Source: an optimization exercise on an open RTL-to-GDS flow (aim: small area, a short achievable clock period and few clock cycles). Production flows keep margins and buffers that such runs may drop.
Only simulation tests tie the RTL to the original design; equivalence was not proved.

<file path="design/flow/constraint.sdc">
create_clock -name core_clock -period 310.0 [get_ports {clk}]
set_input_delay 62.0000 -clock core_clock [delete_from_list [all_inputs] [get_ports {clk}]]
set_output_delay 62.0000 -clock core_clock [all_outputs]
set_load 0.01 [all_outputs]
</file>
<file path="design/flow/run.sh">
#!/bin/bash
# synth_recipe.tcl (not shown) runs the flow's synth.tcl, then flattens the netlist and writes it again
# the make line also repeats each setting of config.mk as NAME=value (left out here)
make -C /OpenROAD-flow-scripts/flow DESIGN_CONFIG=/design/flow/config.mk WORK_HOME=/design/flow/orfs CLKGATE_MAP_FILE= SYNTH_SCRIPT=/design/flow/synth_recipe.tcl finish
</file>
<file path="design/flow/config.mk">
export PLATFORM = sky130hd
export DESIGN_NAME = SoftMax
export DESIGN_NICKNAME = SoftMax
export VERILOG_FILES = /design/flow/design.v
export SDC_FILE = /design/flow/constraint.sdc
export NUM_CORES = 8
export LEC_CHECK = 0
export CAP_MARGIN = 20
export CORE_MARGIN = 2
export CORE_UTILIZATION = 40
export SLEW_MARGIN = 20
</file>
<file path="design/flow/design.v">
module Counter #(parameter DATA_WIDTH = 32, VALMAX = 10)
(
	clk,
	rst_n,
	clear,
	en,
	val,
	fin
);
	input clk;
	input rst_n;
	input clear;
	input en;
	output reg [DATA_WIDTH-1:0] val;
	output fin;
	always @(posedge clk, negedge rst_n) begin
		if (~rst_n) begin
			val <= 0;
		end
		else begin
			if (clear)
				val <= 0;
			else if (en) begin
				if (fin) val <= 0;
				else val <= val + 1;
			end
		end
	end
	assign fin = (val == VALMAX);
endmodule
module Register #(parameter SIZE = 32) (
    clk, 
    rst, 
    ld,
    clr,
    dataIn,
    dataOut
);
    input clk, rst, ld, clr;
    input [SIZE-1:0] dataIn;
    output reg [SIZE-1:0] dataOut;
    always @(posedge clk or posedge rst) begin
        if (rst)
            dataOut <= {SIZE{1'b0}};
        else if (clr)
            dataOut <= {SIZE{1'b0}};
        else if (ld)
            dataOut <= dataIn;
    end
endmodule
module Buffer #(parameter 
    WORD_SIZE = 32, 
    LENGTH_SIZE = 10, 
    ADR_SIZE = 4
) (
    clk,
    wr,
    adr,
    dataIn,
    dataOut
);
    input clk, wr;
    input [ADR_SIZE-1:0] adr;
    input [WORD_SIZE-1:0] dataIn;
    output [WORD_SIZE-1:0] dataOut;
    reg [WORD_SIZE-1:0] mem [0:LENGTH_SIZE-1];
    assign dataOut = mem[adr];
    always @(posedge clk) begin
        if (wr)
            mem[adr] <= dataIn;
    end
endmodule
module Maximum
#(parameter
	DATA_WIDTH = 32
)
(
	clk,
	rst_n,
	clear,
	ld,
	dataIn,
	dataOut
);
input								clk;
input								rst_n;
input								clear;
input								ld;
input	signed	[DATA_WIDTH-1:0]	dataIn;
output			[DATA_WIDTH-1:0]	dataOut;
wire	signed	[DATA_WIDTH-1:0]	most_negative;
reg		signed	[DATA_WIDTH-1:0]	regOut;
assign most_negative	=	{1'b1, {(DATA_WIDTH-1){1'b0}}};	 
assign dataOut			=	regOut;
always @(posedge clk, negedge rst_n) begin
	if (~rst_n) begin
		regOut <= most_negative;
	end
	else begin	 
		if (clear) begin
			regOut <= most_negative;
		end
		else if (ld) begin
			if (dataIn > regOut) begin
				regOut <= dataIn;
			end
		end
	end
end
endmodule
module FixedPointMultiplier #(parameter WIDTH = 32, FRAC_SIZE = 30) (
    data0,
    data1,
    prod
);
    input   signed   [WIDTH-1:0] data0, data1;
    output  signed  [WIDTH-1:0] prod;
    localparam PARTIAL_PROD_SIZE = 2 * WIDTH;
    localparam INT_SIZE = WIDTH - FRAC_SIZE;
    wire    [PARTIAL_PROD_SIZE-1:0]     partialProd;
    assign partialProd = data0 * data1;
    assign prod = partialProd[PARTIAL_PROD_SIZE - INT_SIZE - 1 : FRAC_SIZE];
endmodule
module ExpTaylorLut
#(parameter
	DATA_WIDTH = 32,
	FRACTION_BITS = 30
)
(
	adr,
	val
);
input	[4:0]					adr;
output	[DATA_WIDTH-1:0]		val;
wire	[31:0]					mem[0:31];
wire	[2*DATA_WIDTH+32-1:0]	intermediate;
wire	[DATA_WIDTH-1:0]		zero;
assign		zero			=	{DATA_WIDTH{1'b0}};
assign		intermediate	=	{zero, mem[adr], zero};
localparam	NEW_FRAC_BITS	=	31 + DATA_WIDTH;
localparam	EXTRA_FRAC_BITS	=	NEW_FRAC_BITS - FRACTION_BITS;
assign		val				=	intermediate[DATA_WIDTH + EXTRA_FRAC_BITS - 1 : EXTRA_FRAC_BITS];
assign	mem[0]	=	32'b0_0000000000000000000000000000000;
assign	mem[1]	=	32'b1_0000000000000000000000000000000;
assign	mem[2]	=	32'b0_1000000000000000000000000000000;
assign	mem[3]	=	32'b0_0101010101010101010101010101010;
assign	mem[4]	=	32'b0_0100000000000000000000000000000;
assign	mem[5]	=	32'b0_0011001100110011001100110011001;
assign	mem[6]	=	32'b0_0010101010101010101010101010101;
assign	mem[7]	=	32'b0_0010010010010010010010010010010;
assign	mem[8]	=	32'b0_0010000000000000000000000000000;
assign	mem[9]	=	32'b0_0001110001110001110001110001110;
assign	mem[10]	=	32'b0_0001100110011001100110011001100;
assign	mem[11]	=	32'b0_0001011101000101110100010111010;
assign	mem[12]	=	32'b0_0001010101010101010101010101010;
assign	mem[13]	=	32'b0_0001001110110001001110110001001;
assign	mem[14]	=	32'b0_0001001001001001001001001001001;
assign	mem[15]	=	32'b0_0001000100010001000100010001000;
assign	mem[16]	=	32'b0_0001000000000000000000000000000;
assign	mem[17]	=	32'b0_0000111100001111000011110000111;
assign	mem[18]	=	32'b0_0000111000111000111000111000111;
assign	mem[19]	=	32'b0_0000000000000000000000000000000;
assign	mem[20]	=	32'b0_0000000000000000000000000000000;
assign	mem[21]	=	32'b0_0000000000000000000000000000000;
assign	mem[22]	=	32'b0_0000000000000000000000000000000;
assign	mem[23]	=	32'b0_0000000000000000000000000000000;
assign	mem[24]	=	32'b0_0000000000000000000000000000000;
assign	mem[25]	=	32'b0_0000000000000000000000000000000;
assign	mem[26]	=	32'b0_0000000000000000000000000000000;
assign	mem[27]	=	32'b0_0000000000000000000000000000000;
assign	mem[28]	=	32'b0_0000000000000000000000000000000;
assign	mem[29]	=	32'b0_0000000000000000000000000000000;
assign	mem[30]	=	32'b0_0000000000000000000000000000000;
assign	mem[31]	=	32'b0_0000000000000000000000000000000;
endmodule
module Exponential
#(parameter
	DATA_WIDTH=32,
	FRACTION_BITS=30
)
(
	clk,
	rst_n,
	start,
	done,
	in,
	out
);
localparam					K			=	18,
							ADR_WIDTH	=	5;
wire	signed	[DATA_WIDTH-1:0]	ZERO;
wire	signed	[DATA_WIDTH-1:0]	ONE;
wire	signed	[DATA_WIDTH-1:0]	MINUS6;
assign	ZERO	=	{DATA_WIDTH{1'b0}};
assign	ONE		=	{{(DATA_WIDTH-FRACTION_BITS-1){1'b0}}, 1'b1, {FRACTION_BITS{1'b0}}};
assign	MINUS6	=	{{(DATA_WIDTH-FRACTION_BITS-3){1'b1}}, 3'b010, {FRACTION_BITS{1'b0}}};
input								clk;
input								rst_n;
input								start;
input	signed	[DATA_WIDTH-1:0]	in;
output								done;
output			[DATA_WIDTH-1:0]	out;
wire			[ADR_WIDTH-1:0]		lut_in_adr;
wire			[DATA_WIDTH-1:0]	lut_out_val;
ExpTaylorLut #(.DATA_WIDTH(DATA_WIDTH), .FRACTION_BITS(FRACTION_BITS)) Lut
(
	.adr(lut_in_adr),
	.val(lut_out_val)
);
wire								cnt_in_clear;
wire								cnt_in_en;
wire			[ADR_WIDTH-1:0]		cnt_out_val;
wire								cnt_out_fin;
Counter #(.DATA_WIDTH(ADR_WIDTH), .VALMAX(K + 1)) Cnt
(
	.clk(clk),
	.rst_n(rst_n),
	.clear(cnt_in_clear),
	.en(cnt_in_en),
	.val(cnt_out_val),
	.fin(cnt_out_fin)
);
wire								sumReg_in_ld;
wire								sumReg_in_clr;
wire			[DATA_WIDTH-1:0]	sumReg_in_dataIn;
wire			[DATA_WIDTH-1:0]	sumReg_out_dataOut;
Register #(.SIZE(DATA_WIDTH)) SumReg
(
	.clk(clk),
	.rst(~rst_n),
	.ld(sumReg_in_ld),
	.clr(sumReg_in_clr),
	.dataIn(sumReg_in_dataIn),
	.dataOut(sumReg_out_dataOut)
);
wire								prodReg_in_ld;
wire								prodReg_in_clr;
wire			[DATA_WIDTH-1:0]	prodReg_in_dataIn;
wire			[DATA_WIDTH-1:0]	prodReg_out_dataOut;
Register #(.SIZE(DATA_WIDTH)) ProdReg
(
	.clk(clk),
	.rst(~rst_n),
	.ld(prodReg_in_ld),
	.clr(prodReg_in_clr),
	.dataIn(prodReg_in_dataIn),
	.dataOut(prodReg_out_dataOut)
);
wire	signed	[DATA_WIDTH-1:0]	mult_in_data0;
wire	signed	[DATA_WIDTH-1:0]	mult_in_data1;
wire			[DATA_WIDTH-1:0]	mult_out_prod;
FixedPointMultiplier #(.WIDTH(DATA_WIDTH), .FRAC_SIZE(FRACTION_BITS)) Mult
(
    .data0(mult_in_data0),
    .data1(mult_in_data1),
    .prod(mult_out_prod)
);
wire	signed	[DATA_WIDTH-1:0]	gtm6_in_val;
wire								gtm6_out_out;
assign	gtm6_out_out	=	(gtm6_in_val > MINUS6);
wire	cu_in_start;
wire	cu_in_gtm6;
wire	cu_in_fin;
reg		cu_out_clear;
reg		cu_out_done;
reg		cu_out_en;
reg		cu_out_sumRegLd;
reg		cu_out_prodRegLd;
reg		cu_out_timesX;
localparam	IDLE		=	0,
			INIT		=	1,
			PROD_X		=	2,
			PROD_LUT	=	3;
localparam	STATES		=	4,
			STATE_BITS	=	2;	 
reg	[STATE_BITS-1:0]	ps, ns;
always @(posedge clk, negedge rst_n) begin
	if (~rst_n)	ps <= IDLE;
	else		ps <= ns;
end
always @(*) begin
	ns = IDLE;
	case (ps)
		IDLE:		ns =	(cu_in_start)	?	INIT:
												IDLE;
		INIT:		ns =	(cu_in_gtm6)	?	PROD_X:
												IDLE;
		PROD_X:		ns =	PROD_LUT;
		PROD_LUT:	ns =	(cu_in_fin)		?	IDLE:
												PROD_X;
	endcase
end
always @(*) begin
	{
		cu_out_clear,
		cu_out_done,
		cu_out_en,
		cu_out_sumRegLd,
		cu_out_prodRegLd,
		cu_out_timesX
	} = 0;
	case (ps)
		IDLE: begin
			cu_out_done			=	1;
		end
		INIT: begin
			cu_out_clear		=	1;
		end
		PROD_X: begin
			cu_out_en			=	1;
			cu_out_sumRegLd		=	1;
			cu_out_prodRegLd	=	1;
			cu_out_timesX		=	1;
		end
		PROD_LUT: begin
			cu_out_prodRegLd	=	~cu_in_fin;
		end
	endcase
end
assign	lut_in_adr			=	cnt_out_val;
assign	cnt_in_clear		=	cu_out_clear;
assign	cnt_in_en			=	cu_out_en;
assign	sumReg_in_ld		=	cu_out_sumRegLd;
assign	sumReg_in_clr		=	cu_out_clear;
assign	sumReg_in_dataIn	=	sumReg_out_dataOut + prodReg_out_dataOut;
assign	prodReg_in_ld		=	cu_out_clear | cu_out_prodRegLd;
assign	prodReg_in_clr		=	0;
assign	prodReg_in_dataIn	=	cu_out_clear	?	ONE:
													mult_out_prod;
assign	mult_in_data0		=	prodReg_out_dataOut;
assign	mult_in_data1		=	(cu_out_timesX) ? in : lut_out_val;
assign	gtm6_in_val			=	in;
assign	cu_in_start			=	start;
assign	cu_in_gtm6			=	gtm6_out_out;
assign	cu_in_fin			=	cnt_out_fin;
assign	done				=	cu_out_done;
assign	out					=	sumReg_out_dataOut;
endmodule
module Reciprocal
#(parameter
	DATA_WIDTH=32,
	FRACTION_BITS=30
)
(
	in,
	out
);
input	[DATA_WIDTH-1:0]	in;				 
output	[DATA_WIDTH-1:0]	out;			 
wire	[2*DATA_WIDTH-1:0]	PowerOf2;
assign	PowerOf2	=	{{(2*DATA_WIDTH - 2*FRACTION_BITS - 1){1'b0}}, 1'b1, {(2*FRACTION_BITS){1'b0}}};
assign	out			=	PowerOf2 / in;
endmodule
module SoftMax
#(parameter
	DATA_WIDTH = 32,
	FRACTION_BITS = 20,
	DATA_NUM = 10,
	ADR_WIDTH = 4
)
(
	clk,
	rst_n,
	axisif_in_start,
	axisif_out_done,
	out_adrIn,
	in_dataIn,
	out_adrOut,
	out_dataOut,
	out_wr
);
input								clk;
input								rst_n;
input								axisif_in_start;
output								axisif_out_done;
output			[ADR_WIDTH-1:0]		out_adrIn;
input	signed	[DATA_WIDTH-1:0]	in_dataIn;
output			[ADR_WIDTH-1:0]		out_adrOut;
output			[DATA_WIDTH-1:0]	out_dataOut;
output								out_wr;
wire								cntAdr_in_clear;
wire								cntAdr_in_en;
wire			[ADR_WIDTH-1:0]		cntAdr_out_val;
wire								cntAdr_out_fin;
Counter #(.DATA_WIDTH(ADR_WIDTH), .VALMAX(DATA_NUM - 1)) CntAdr
(
	.clk(clk),
	.rst_n(rst_n),
	.clear(cntAdr_in_clear),
	.en(cntAdr_in_en),
	.val(cntAdr_out_val),
	.fin(cntAdr_out_fin)
);
wire								maxReg_in_clear;
wire								maxReg_in_ld;
wire			[DATA_WIDTH-1:0]	maxReg_in_dataIn;
wire			[DATA_WIDTH-1:0]	maxReg_out_dataOut;
Maximum #(.DATA_WIDTH(DATA_WIDTH)) MaxReg
(
	.clk(clk),
	.rst_n(rst_n),
	.clear(maxReg_in_clear),
	.ld(maxReg_in_ld),
	.dataIn(maxReg_in_dataIn),
	.dataOut(maxReg_out_dataOut)
);
wire								exp_in_start;
wire			[DATA_WIDTH-1:0]	exp_in_dataIn;
wire								exp_out_done;
wire			[DATA_WIDTH-1:0]	exp_out_dataOut;
Exponential #(.DATA_WIDTH(DATA_WIDTH), .FRACTION_BITS(FRACTION_BITS)) Exp
(
	.clk(clk),
	.rst_n(rst_n),
	.start(exp_in_start),
	.done(exp_out_done),
	.in(exp_in_dataIn),
	.out(exp_out_dataOut)
);
wire								expBuffer_in_wr;
wire			[ADR_WIDTH-1:0]		expBuffer_in_adr;
wire			[DATA_WIDTH-1:0]	expBuffer_in_dataIn;
wire			[DATA_WIDTH-1:0]	expBuffer_out_dataOut;
Buffer #(.WORD_SIZE(DATA_WIDTH), .LENGTH_SIZE(DATA_NUM), .ADR_SIZE(ADR_WIDTH)) ExpBuffer
(
	.clk(clk),
	.wr(expBuffer_in_wr),
	.adr(expBuffer_in_adr),
	.dataIn(expBuffer_in_dataIn),
	.dataOut(expBuffer_out_dataOut)
);
wire								sum_in_ld;
wire								sum_in_clear;
wire			[DATA_WIDTH-1:0]	sum_in_dataIn;
wire			[DATA_WIDTH-1:0]	sum_out_dataOut;
Register #(.SIZE(DATA_WIDTH)) Sum
(
    .clk(clk),
    .rst(~rst_n),
    .ld(sum_in_ld),
    .clr(sum_in_clear),
    .dataIn(sum_in_dataIn),
    .dataOut(sum_out_dataOut)
);
wire			[DATA_WIDTH-1:0]	recip_in_dataIn;
wire			[DATA_WIDTH-1:0]	recip_out_dataOut;
Reciprocal #(.DATA_WIDTH(DATA_WIDTH), .FRACTION_BITS(FRACTION_BITS)) Recip
(
	.in(recip_in_dataIn),
	.out(recip_out_dataOut)
);
wire								denom_in_ld;
wire								denom_in_clear;
wire			[DATA_WIDTH-1:0]	denom_in_dataIn;
wire			[DATA_WIDTH-1:0]	denom_out_dataOut;
Register #(.SIZE(DATA_WIDTH)) Denom
(
    .clk(clk),
    .rst(~rst_n),
    .ld(denom_in_ld),
    .clr(denom_in_clear),
    .dataIn(denom_in_dataIn),
    .dataOut(denom_out_dataOut)
);
wire			[DATA_WIDTH-1:0]	mult_in_data0;
wire			[DATA_WIDTH-1:0]	mult_in_data1;
wire			[DATA_WIDTH-1:0]	mult_out_prod;
FixedPointMultiplier #(.WIDTH(DATA_WIDTH), .FRAC_SIZE(FRACTION_BITS)) Mult
(
	.data0(mult_in_data0),
	.data1(mult_in_data1),
	.prod(mult_out_prod)
);
wire	cu_in_start;
wire	cu_in_expDone;
wire	cu_in_cntAdrFin;
reg		cu_out_cntAdrClear;
reg		cu_out_sumClear;
reg		cu_out_done;
reg		cu_out_maxRegClear;
reg		cu_out_cntAdrEn;
reg		cu_out_maxRegLd;
reg		cu_out_expStart;
reg		cu_out_expWr;
reg		cu_out_outWr;
localparam	IDLE		=	0,
			MAX			=	1,
			EXPIN		=	2,
			EXPWAIT		=	3,
			EXPCNT		=	4,
			DIV			=	5,
			OUTPUT		=	6;
localparam	STATES		=	7,
			STATE_BITS	=	3;	 
reg	[STATE_BITS-1:0]	ps, ns;
always @(posedge clk, negedge rst_n) begin
	if (~rst_n)	ps <= IDLE;
	else		ps <= ns;
end
always @(*) begin
	ns = IDLE;
	case (ps)
		IDLE:		ns	=	(cu_in_start)		?	MAX:
													IDLE;
		MAX:		ns	=	(cu_in_cntAdrFin)	?	EXPIN:
													MAX;
		EXPIN:		ns	=							EXPWAIT;
		EXPWAIT:	ns	=	(cu_in_expDone)		?	EXPCNT:
													EXPWAIT;
		EXPCNT:		ns	=	(cu_in_cntAdrFin)	?	DIV:
													EXPIN;
		DIV:		ns	=							OUTPUT;
		OUTPUT:		ns	=	(cu_in_cntAdrFin)	?	IDLE:
													OUTPUT;
	endcase
end
always @(*) begin
	{
		cu_out_cntAdrClear,
		cu_out_sumClear,
		cu_out_done,
		cu_out_maxRegClear,
		cu_out_cntAdrEn,
		cu_out_maxRegLd,
		cu_out_expStart,
		cu_out_expWr,
		cu_out_outWr
	} = 0;
	case (ps)
		IDLE: begin
			cu_out_cntAdrClear = 1;
			cu_out_sumClear = 1;
			cu_out_done = 1;
			cu_out_maxRegClear = 1;
		end
		MAX: begin
			cu_out_cntAdrEn = 1;
			cu_out_maxRegLd = 1;
		end
		EXPIN: begin
			cu_out_expStart = 1;
		end
		EXPWAIT: begin
		end
		EXPCNT: begin
			cu_out_cntAdrEn = 1;
			cu_out_expWr = 1;
		end
		DIV: begin
		end
		OUTPUT: begin
			cu_out_cntAdrEn = 1;
			cu_out_outWr = 1;
		end
	endcase
end
assign	cntAdr_in_clear		=	cu_out_cntAdrClear;
assign	cntAdr_in_en		=	cu_out_cntAdrEn;
assign	maxReg_in_clear		=	cu_out_maxRegClear;
assign	maxReg_in_ld		=	cu_out_maxRegLd;
assign	maxReg_in_dataIn	=	in_dataIn;
assign	exp_in_start		=	cu_out_expStart;
assign	exp_in_dataIn		=	in_dataIn - maxReg_out_dataOut;
assign	expBuffer_in_wr		=	cu_out_expWr;
assign	expBuffer_in_adr	=	cntAdr_out_val;
assign	expBuffer_in_dataIn	=	exp_out_dataOut;
assign	sum_in_ld			=	cu_out_expWr;
assign	sum_in_clear		=	cu_out_sumClear;
assign	sum_in_dataIn		=	sum_out_dataOut + exp_out_dataOut;
assign	recip_in_dataIn		=	sum_out_dataOut;
assign	denom_in_ld			=	1;
assign	denom_in_clear		=	0;
assign	denom_in_dataIn		=	recip_out_dataOut;
assign	mult_in_data0		=	expBuffer_out_dataOut;
assign	mult_in_data1		=	denom_out_dataOut;
assign	cu_in_start			=	axisif_in_start;
assign	cu_in_expDone		=	exp_out_done;
assign	cu_in_cntAdrFin		=	cntAdr_out_fin;
assign	axisif_out_done		=	cu_out_done;
assign	out_adrIn			=	cntAdr_out_val;
assign	out_adrOut			=	cntAdr_out_val;
assign	out_dataOut			=	mult_out_prod;
assign	out_wr				=	cu_out_outWr;
endmodule
</file>
==> flow_summary.yaml, run 1 <==
outcome:
  status: "timing/DRC/antenna clean"
yosys:
  netlist_instances: 24300
  yosysWarnings: 8
  synth_area_um2: 190000
  synth-edff-count: 320
  seq_area_frac_synth_pct: 7.34
  synth.avg_cell_area_um2: 7.84
  ys_types: 155
  ys_dominant_reg_cell: "edfxtp_1"
  async_reset_ff_share_pct: 35.2
  synth-seq-cells: 494
setup_path:
  reg2reg_depth: 1369
  crit_path_start: "Sum.dataOut[17]"
  critPathMaxStageDelay_ns: 1.01
  required_ns: 310.64
  crit_buf_inv: 53
  endpoint_kind: "flop"
  crit_end: "Denom.dataOut[0]"
  path_class: "flop to flop"
  timing.rr.end: "Denom.dataOut[0]"
  crit_family: "compound AO/OA/AOI/OAI gates"
  critPathMaxFanout: 76
  r2r_start: "Sum.dataOut[17]"
  r2r_slack_ns: 18.51
  cp_slowest_cell: "nor4_1"
  start_kind: "flop"
  cp_common_cell: "o21a_1"
  crit_arrival_ns: 292.14
  cp_num_cells: 746
final_layout:
  multi_input_area_um2: 163000
  register_area_um2: 14000
  fin_nets: 27600
  final_cell_mix: "2545 x nand2_1, 2521 x inv_1, 2005 x nor2_1"
  nFillCells: 48100
  fin_util_pct: 42.4
  drive_above_1_share_pct: 6.00
  final_common_cell: "nand2_1"
  syn_to_final_growth_pct: 5.82
  fin_cells: 30100
clock_tree:
  htree_levels: 3
  cts_buffers: 73
  hold_buffers: 0
  cts.sinks: 494
  root_buffer: "clkbuf_16"
  cts_tree: "yes"
  clkTransAtPathRegs_ns: 0.06
  insertion_delay_ns: 0.81
  cts_buffer_depth: 4
detailed_routing:
  vias: 180000
  firstDrtPassIters: 6
  wire_per_inst_um: 22.6
  drt-vias-per-instance: 5.96
  drc_errors: 0
  wl_um: 682000
  drt_iter0_drc: 17500
  ant_nets: 0
sta:
  timing.final.crit_share_pct: 94.0
  worst_pin_slew_ns: 1.18
  skew_ns: 0.0643
  fmax_mhz: 3.43
  fin_crit_ns: 291.49
  slew-limit-headroom_pct: 20.7
  setup_violations: 0
  drv_slew: 0
  setup_ws_ns: 18.51
  hold_violations: 0
global_route:
  grt_pass1_wl_um: 1040000
  grt_pass1_vias: 171000
  antenna_found_initial: 8
  gr-usage-all-layers_pct: 27.5
  grt_overflow: 0
  grt_max_degree: 96
placement:
  dp_slack_ns: 4.21
  dpl.hpwl_um: 525000
  placed_cells_incl_taps: 29900
  port_buffers: 76
  gp_congestion: 0.985
floorplanning:
  coreArea_um2: 474000
  num_rows: 253
  io_pins: 77
  initial_core_util_pct: 40.1
  die_w_um: 694
  die_y_um: 694
  dieArea_um2: 481000
hold_path:
  hp-class: "flop to flop"
  hp-start: "Exp.ProdReg.dataOut[13]"
  hold_depth: 1
  whs_endpoint: "Exp.ProdReg.dataOut[13]"
flow_run:
  maxCapViolations: 0
==> sequential cells by signal, indices dropped and copies added, names as in the netlist <==
name                 flops
Sum.dataOut             32
Denom.dataOut           32
ps                       3
Exp.ps                   2
Exp.ProdReg.dataOut     32
Exp.Cnt.val              5
Exp.SumReg.dataOut      32
MaxReg.regOut           32
CntAdr.val               4
ExpBuffer.mem          320
==> final cells by class <==
| class | count | area share (%) |
|---|---|---|
| Multi-Input combinational cell | 20200 | 81.2 |
| Sequential cell | 494 | 6.95 |
| Inverter | 2585 | 4.87 |
| Tap cell | 6247 | 3.88 |
| Timing Repair Buffer | 484 | 1.92 |
| Clock buffer | 98 | 0.995 |
| Clock inverter | 26 | 0.134 |
| Antenna cell | 4 | 0.00497 |
==> cells in the mapped netlist, types with 198 or more instances <==
| library cell | number | area [µm²] |
|---|---|---|
| nand4_1 | 262 | 1640 |
| mux2_2 | 235 | 2650 |
| nor3_1 | 496 | 2480 |
| ha_1 | 1926 | 24100 |
| o21a_1 | 515 | 3870 |
| xor2_1 | 418 | 3660 |
| nand2b_1 | 377 | 2360 |
| edfxtp_1 | 320 | 9610 |
| o21bai_1 | 198 | 1490 |
| a21oi_1 | 1747 | 8740 |
| clkbuf_1 | 721 | 2710 |
| and2_1 | 493 | 3080 |
| nand3_1 | 392 | 1960 |
| nand2_1 | 2547 | 9560 |
| a21o_1 | 1170 | 8780 |
| inv_1 | 2553 | 9580 |
| o21ai_0 | 811 | 4060 |
| xnor2_1 | 1229 | 10800 |
| and3_1 | 223 | 1400 |
| fa_1 | 1835 | 36700 |
| nor2_1 | 2022 | 7590 |
| nor2b_1 | 230 | 1440 |
==> logic make-up (layout without fill, tap and decap cells) <==
kind of cell	after synthesis	after routing	synth area share [%]
other cells	1	5	0.00197
buf+inv	3577	3193	7.32
xor+xnor	1651	1651	7.62
flops	494	494	7.34
compound gates	6327	6327	22.3
mux	512	512	3.31
simple gates	7936	7937	20.1
fa+ha+maj	3761	3761	32.0
==> per-stage QoR <==
step           setup TNS, ns  hold slack (ns)  area (µm²)
3_5_place_dp               0            0.493      198000
3_3_place_gp               0            0.490      198000
2_1_floorplan              0            0.475      190000
5_1_grt               -0.419            0.528      201000
4_1_cts                    0            0.513      200000
6_report                   0            0.513      201000
==> layer usage <==
| layer | GRT usage, % | vias to the layer above | wire length (µm) |
|---|---|---|---|
| met1 | 41.5 | 87900 | 318000 |
| met4 | 7.99 | 10 | 23100 |
| met2 | 40.9 | 7208 | 283000 |
| met5 | 0 | - | 62 |
| li1 | - | 83500 | - |
| met3 | 3.30 | 922 | 56700 |
==> what timing repair did <==
| item | in CTS | in global routing |
|---|---|---|
| setup endpoints to repair | 0 | 4 |
| gates resized for setup | 0 | 154 |
| buffers inserted | 0 | 51 |
Testbench counts, summed over its fixed seeds: cycles 78,550.
==> inputs of run 2 (changes only) <==
==> design/flow/design.v (replaced) <==
module SoftMax (
	input				clk,
	input				rst_n,
	input				axisif_in_start,
	output				axisif_out_done,
	output		[3:0]	out_adrIn,
	input		[31:0]	in_dataIn,
	output		[3:0]	out_adrOut,
	output		[31:0]	out_dataOut,
	output				out_wr
);
localparam DIVK = 6;
localparam [2:0] S_IDLE = 3'd0, S_READ = 3'd1, S_SCAN = 3'd2, S_DIV = 3'd3, S_OUT = 3'd4;
reg		[2:0]	st;
reg		[3:0]	adr;		 
reg		[3:0]	sidx;		 
reg				scan_end;	 
reg				first;		 
reg		[30:0]	xr;			 
reg		[30:0]	m;			 
reg				busy;
reg		[22:0]	D;			 
reg		[26:0]	P;			 
reg		[20:0]	s;			 
reg		[4:0]	k;
reg				kfirst;		 
reg		[3:0]	cur;
reg				wb;			 
reg		[3:0]	wbi;
reg		[20:0]	E [0:9];
reg		[23:0]	S;
reg		[4:0]	dcnt;
reg		[3:0]	oidx;
reg				owr;
reg		[3:0]	oadr;
reg		[20:0]	y;
reg				done_r;
wire signed [31:0] diff = {m[30], m} - {xr[30], xr};	 
wire		xgt = diff[31];								 
wire		inact = (diff[30:0] >= 31'h0060_0000);
wire		ismax = (diff[30:0] == 31'd0);
reg [19:0] L;
always @(*) begin
	case (k)
		5'd1:  L = 20'd524288;
		5'd2:  L = 20'd349525;
		5'd3:  L = 20'd262144;
		5'd4:  L = 20'd209715;
		5'd5:  L = 20'd174762;
		5'd6:  L = 20'd149796;
		5'd7:  L = 20'd131072;
		5'd8:  L = 20'd116508;
		5'd9:  L = 20'd104857;
		5'd10: L = 20'd95325;
		5'd11: L = 20'd87381;
		5'd12: L = 20'd80659;
		5'd13: L = 20'd74898;
		5'd14: L = 20'd69905;
		5'd15: L = 20'd65536;
		5'd16: L = 20'd61680;
		5'd17: L = 20'd58254;
		default: L = 20'd0;
	endcase
end
wire		ceilm = ~k[0] & (st != S_OUT);
wire [49:0]	prod1 = P * D + (ceilm ? 50'hFFFFF : 50'd0);
wire [28:0]	Q = prod1[48:20];
wire [48:0]	prod2 = Q * L + (ceilm ? 49'hFFFFF : 49'd0);
wire [26:0]	Pn = prod2[46:20];
wire [20:0]	s_new = (kfirst ? 21'h100000 : s) + (k[0] ? -P[20:0] : P[20:0]);
wire		last = (k == 5'd17) | (Pn == 27'd0);
wire [20:0]	e_fin = s_new + ((k == 5'd17) ? Pn[20:0] : 21'd0);
wire		sc_act = (st == S_SCAN) & ~scan_end;
wire		sc_triv = sc_act & (inact | ismax);			 
wire		sc_load = sc_act & ~inact & ~ismax;			 
wire		exp_free = ~busy | last;
wire		do_load = sc_load & exp_free;
wire		do_triv = sc_triv & ~wb;
wire		sc_adv = do_load | do_triv;
wire [20:0]	wdata = wb ? s : (ismax ? 21'h100000 : 21'd0);
wire [3:0]	widx = wb ? wbi : sidx;
wire		wen = wb | do_triv;
localparam DIVT = ((21 + DIVK - 1) / DIVK) * DIVK;	 
reg [24:0]	dr;
reg [22:0]	dq;
integer		i;
always @(*) begin
	dr = P[24:0];
	dq = D;
	for (i = 0; i < DIVK; i = i + 1) begin
		if ({dr[23:0], 1'b0} >= {1'b0, S}) begin
			dr = {dr[23:0], 1'b0} - {1'b0, S};
			dq = {dq[21:0], 1'b1};
		end else begin
			dr = {dr[23:0], 1'b0};
			dq = {dq[21:0], 1'b0};
		end
	end
end
wire [4:0]	dcnt_n = dcnt + DIVK;
wire		div_last = (dcnt_n >= DIVT);
always @(posedge clk or negedge rst_n) begin
	if (~rst_n) begin
		st <= S_IDLE;
		adr <= 4'd0;
		done_r <= 1'b1;
		busy <= 1'b0;
		wb <= 1'b0;
		owr <= 1'b0;
		scan_end <= 1'b0;
		first <= 1'b0;
		sidx <= 4'd0;
		dcnt <= 5'd0;
		oidx <= 4'd0;
		k <= 5'd0;
		kfirst <= 1'b0;
	end else begin
		owr <= 1'b0;
		case (st)
			S_IDLE: begin
				if (~done_r) done_r <= 1'b1;	 
				else if (axisif_in_start) begin
					st <= S_READ;
					adr <= 4'd1;
					done_r <= 1'b0;
					first <= 1'b1;
				end
			end
			S_READ: begin
				first <= 1'b0;
				adr <= (adr == 4'd9) ? 4'd0 : adr + 4'd1;
				if (adr == 4'd0) begin
					st <= S_SCAN;
					adr <= 4'd1;
					sidx <= 4'd0;
					scan_end <= 1'b0;
				end
			end
			S_SCAN: begin
				if (sc_adv) begin
					sidx <= sidx + 4'd1;
					adr <= adr + 4'd1;
					if (sidx == 4'd9) scan_end <= 1'b1;
				end
				if (wen) wb <= 1'b0;
				if (busy) begin
					k <= k + 5'd1;
					kfirst <= 1'b0;
					if (last) begin
						busy <= 1'b0;
						wb <= 1'b1;
					end
				end
				if (do_load) begin
					busy <= 1'b1;
					k <= 5'd1;
					kfirst <= 1'b1;
				end
				if (scan_end & ~busy & ~wb) begin
					st <= S_DIV;
					dcnt <= 5'd0;
				end
			end
			S_DIV: begin
				dcnt <= dcnt_n;
				if (div_last) begin
					st <= S_OUT;
					oidx <= 4'd1;
					oadr <= 4'd0;
				end
			end
			S_OUT: begin
				oidx <= oidx + 4'd1;
				owr <= (oidx != 4'd0) && (oidx <= 4'd10);
				if (owr) oadr <= oadr + 4'd1;
				if (oidx == 4'd10) begin
					st <= S_IDLE;
					adr <= 4'd0;
				end
			end
			default: st <= S_IDLE;
		endcase
	end
end
always @(posedge clk) begin
	if (st != S_SCAN || sc_adv) xr <= in_dataIn[30:0];	 
	if (st == S_READ && (first | xgt)) m <= xr;
	if (wen) begin
		E[widx] <= wdata;
	end
	case (st)
		S_IDLE: S <= 24'd0;
		S_SCAN: if (wen) S <= S + {3'd0, wdata};
		default: ;
	endcase
	if (st == S_SCAN) begin
		if (busy) begin
			P <= Pn;
			s <= last ? e_fin : s_new;
		end
		if (busy & last) wbi <= cur;
		if (do_load) begin
			D <= diff[22:0];
			P <= {4'd0, diff[22:0]};
			cur <= sidx;
		end
		if (scan_end & ~busy & ~wb) begin
			P <= 27'h80000 >> (DIVT - 21);
			D <= 23'd0;
		end
	end
	if (st == S_DIV) begin
		P <= {2'd0, dr};
		D <= dq;
		if (div_last) P <= {6'd0, E[0]};
	end
	if (st == S_OUT) begin
		y <= prod1[40:20];
		P <= {6'd0, E[(oidx > 4'd9) ? 4'd9 : oidx]};
	end
end
assign axisif_out_done = done_r;
assign out_adrIn = adr;
assign out_adrOut = oadr;
assign out_dataOut = {11'd0, y};
assign out_wr = owr;
endmodule
==> run 2 against run 1 <==
  * Synthesized area is 63% lower
  * Via count is 69% lower
  * Sequential share of layout area grew 9.9 points
  * Core utilization up 0.96 points
  * Global-route usage fell by 2.9 points
  * Fmax grew to 4.6 times the previous value
  * Clock skew fell by 0.020 ns
==> flow_summary.yaml, run 2 <==
yosys:
  ys_types: 118
  synthDominantCellAreaShare_pct: 29.7
  ys_dominant_reg_cell: "edfxtp_1"
  synth_common_cells: "1222 x inv_1, 1045 x fa_1, 1038 x nand2_1, 579 x ha_1, 532 x nor2_1"
  synthTopCellsByArea: "fa_1 30%, edfxtp_1 17%, ha_1 10%"
  synth_area_um2: 70300
  yosysWarnings: 1
  synth.avg_cell_area_um2: 9.08
  netlist_instances: 7745
  seq_area_frac_synth_pct: 18.1
  synth-seq-cells: 431
  synth_most_common_cell: "inv_1"
  synth-edff-count: 394
  async_reset_ff_share_pct: 7.19
  synth_top_area_cell: "fa_1"
detailed_routing:
  vias: 55800
  firstDrtPassIters: 6
  drt-vias-per-instance: 5.56
  drt_iter0_drc: 5188
  wire_per_inst_um: 21.9
  drc_errors: 0
  wl_um: 220000
  ant_nets: 0
final_layout:
  nFillCells: 17100
  largest_register_ffs: 210
  final_common_cell: "inv_1"
  regMostFlops: "E"
  syn_to_final_growth_pct: 7.49
  fin_nets: 9340
  final_cell_mix: "1221 x inv_1, 1045 x fa_1, 1037 x nand2_1"
  reg.largest.list: "E (210), m (31), xr (31)"
  fin_util_pct: 43.4
  fin_cells: 10000
  finalInstanceArea_um2: 75600
  drive_above_1_share_pct: 5.63
setup_path:
  endpoint_kind: "primary output"
  path_cells: "clkdlybuf4s50_1"
  critPathMaxFanout: 7
  r2r_slack_ns: 289.64
  crit_buf_inv: 1
  start_kind: "flop"
  required_ns: 248.00
  path_class: "flop to primary output"
  crit_family: "buffers and inverters"
  cp_slowest_cell: "clkdlybuf4s50_1"
  crit_arrival_ns: 1.79
  critPathMaxStageDelay_ns: 0.61
sta:
  fin_crit_ns: 63.79
  hold_violations: 0
  skew_ns: 0.0444
  setup_violations: 0
  setup_tns_ns: 0
  rsz0062_at_grt: "no"
  fmax_mhz: 15.7
  drv_slew: 0
  slew-limit-headroom_pct: 23.4
  worst_pin_slew_ns: 1.14
  setup_ws_ns: 246.21
  timing.final.crit_share_pct: 20.6
floorplanning:
  die_y_um: 423
  io_pins: 77
  num_rows: 153
  die_w_um: 423
  dieArea_um2: 179000
  initial_core_util_pct: 40.4
  coreArea_um2: 174000
outcome:
  status: "timing/DRC/antenna clean"
clock_tree:
  post_cts_resized: 0
  htree_levels: 2
  root_buffer: "clkbuf_16"
  clkTransAtPathRegs_ns: 0.06
  cts_buffers: 48
  cts_buffer_depth: 3
  cts_setup_buffers: 0
  hold_buffers: 0
  cts.sinks: 431
  insertion_delay_ns: 0.66
  cts_tree: "yes"
global_route:
  gr-usage-all-layers_pct: 24.6
  antenna_found_initial: 0
  grt_pass1_vias: 57000
  grt_max_degree: 50
  grt_overflow: 0
  grt_pass1_wl_um: 340000
placement:
  dpl.hpwl_um: 169000
  gp_congestion: 0.918
  dpl-instance-area_um2: 73900
  placed_cells_incl_taps: 9955
  port_buffers: 64
  dp_slack_ns: 246.12
flow_run:
  maxCapViolations: 0
hold_path:
  hp-class: "flop to flop"
run 2: changes by cell type after synthesis, sizes merged, moves of 462 or more:
cell,previous run,this run
nand2,2548,1040
fa,1835,1045
o21a,517,55
nor2,2032,536
xnor2,1232,187
a21o,1170,151
ha,1926,579
inv,2584,1226
o21ai,898,285
a21oi,1750,308
run 2: kinds of logic (layout without fill, tap and decap cells):
logic type | count (synthesis) | in the layout | synth area share, %
and+or+nand+nor | 2484 | 2484 | 16.4
adders and majority gates | 1624 | 1624 | 40.0
buffers and inverters | 1585 | 1550 | 8.59
AOI/OAI and AO/OA | 1245 | 1245 | 11.8
DFF | 431 | 431 | 18.1
xor gates and xnor gates | 270 | 270 | 3.41
muxes | 105 | 105 | 1.65
other | 1 | 12 | 0.00533
run 2: cell type report:
class	instances	area (µm²)	share of cell area (%)
antenna	1	2.50	0.00331
clock buffer	52	1230	1.62
clock inverter	37	413	0.546
inverter	1232	4630	6.12
multi-input combinational	5739	51800	68.5
sequential	431	12700	16.8
tap	2325	2910	3.85
timing repair buffer	229	1890	2.51
run 2: per-stage QoR:
| stage | hold slack, ns |
|---|---|
| finish | 0.406 |
| global route | 0.403 |
| floorplan | 0.400 |
| global placement | 0.401 |
| CTS | 0.415 |
| detailed placement | 0.406 |
run 2: path summary, 6_finish.rpt:
kind | depth (start not counted) | start | to
setup / recovery | 1 | adr[0] | out_adrIn[0]
hold / removal | 0 | cur[1] | wbi[1]
setup reg to reg | 69 | S[1] | P[17]
hold reg to reg | 0 | cur[1] | wbi[1]
max in group asynchronous | 3 | rst_n | done_r
min in group asynchronous | 2 | rst_n | st[2]
run 2: metal layers:
layer | vias to the layer above | routed length (µm) | GRT usage [%]
met5 | - | 0 | 0
met4 | 0 | 8630 | 8.64
met3 | 354 | 16400 | 3.33
met2 | 2096 | 99800 | 39.2
met1 | 28300 | 95200 | 34.2
li1 | 25100 | - | -
Testbench counts of run 2, summed over its fixed seeds: cycles 26,589.

static timing again, ports no longer ideal:
The results above use ideal ports. As a check the final layouts listed here were re-extracted and re-timed, cells and wires unchanged.
Step 1: set_driving_cell puts a clkbuf_16 on clk and a buf_2 on each other input, an assumption about the parent block.
Step 2 times the ports against the registers' clock, not the clock port: input delays grow and output delays shrink by t, the midpoint of the rising clock arrivals with the driver on.
Slacks: ideal / step 1 / step 2; pairs: ideal / step 1.
run | t (ns) | setup WS [ns] | hold WS [ns] | clock arrival spread, ns | pins driven straight from the clock port
run 1 | 0.854 | 18.505 / 18.505 / 18.505 | 0.513 / 0.513 / 0.513 | 0.069 / 0.068 | 1
run 2 | 0.716 | 246.210 / 246.135 / 246.080 | 0.406 / 0.406 / 0.406 | 0.054 / 0.054 | 1
After both steps every run listed still meets setup and hold. The setup slack of run 2, which loses most, moves by -0.075 ns with the drivers and by -0.130 ns with both steps.
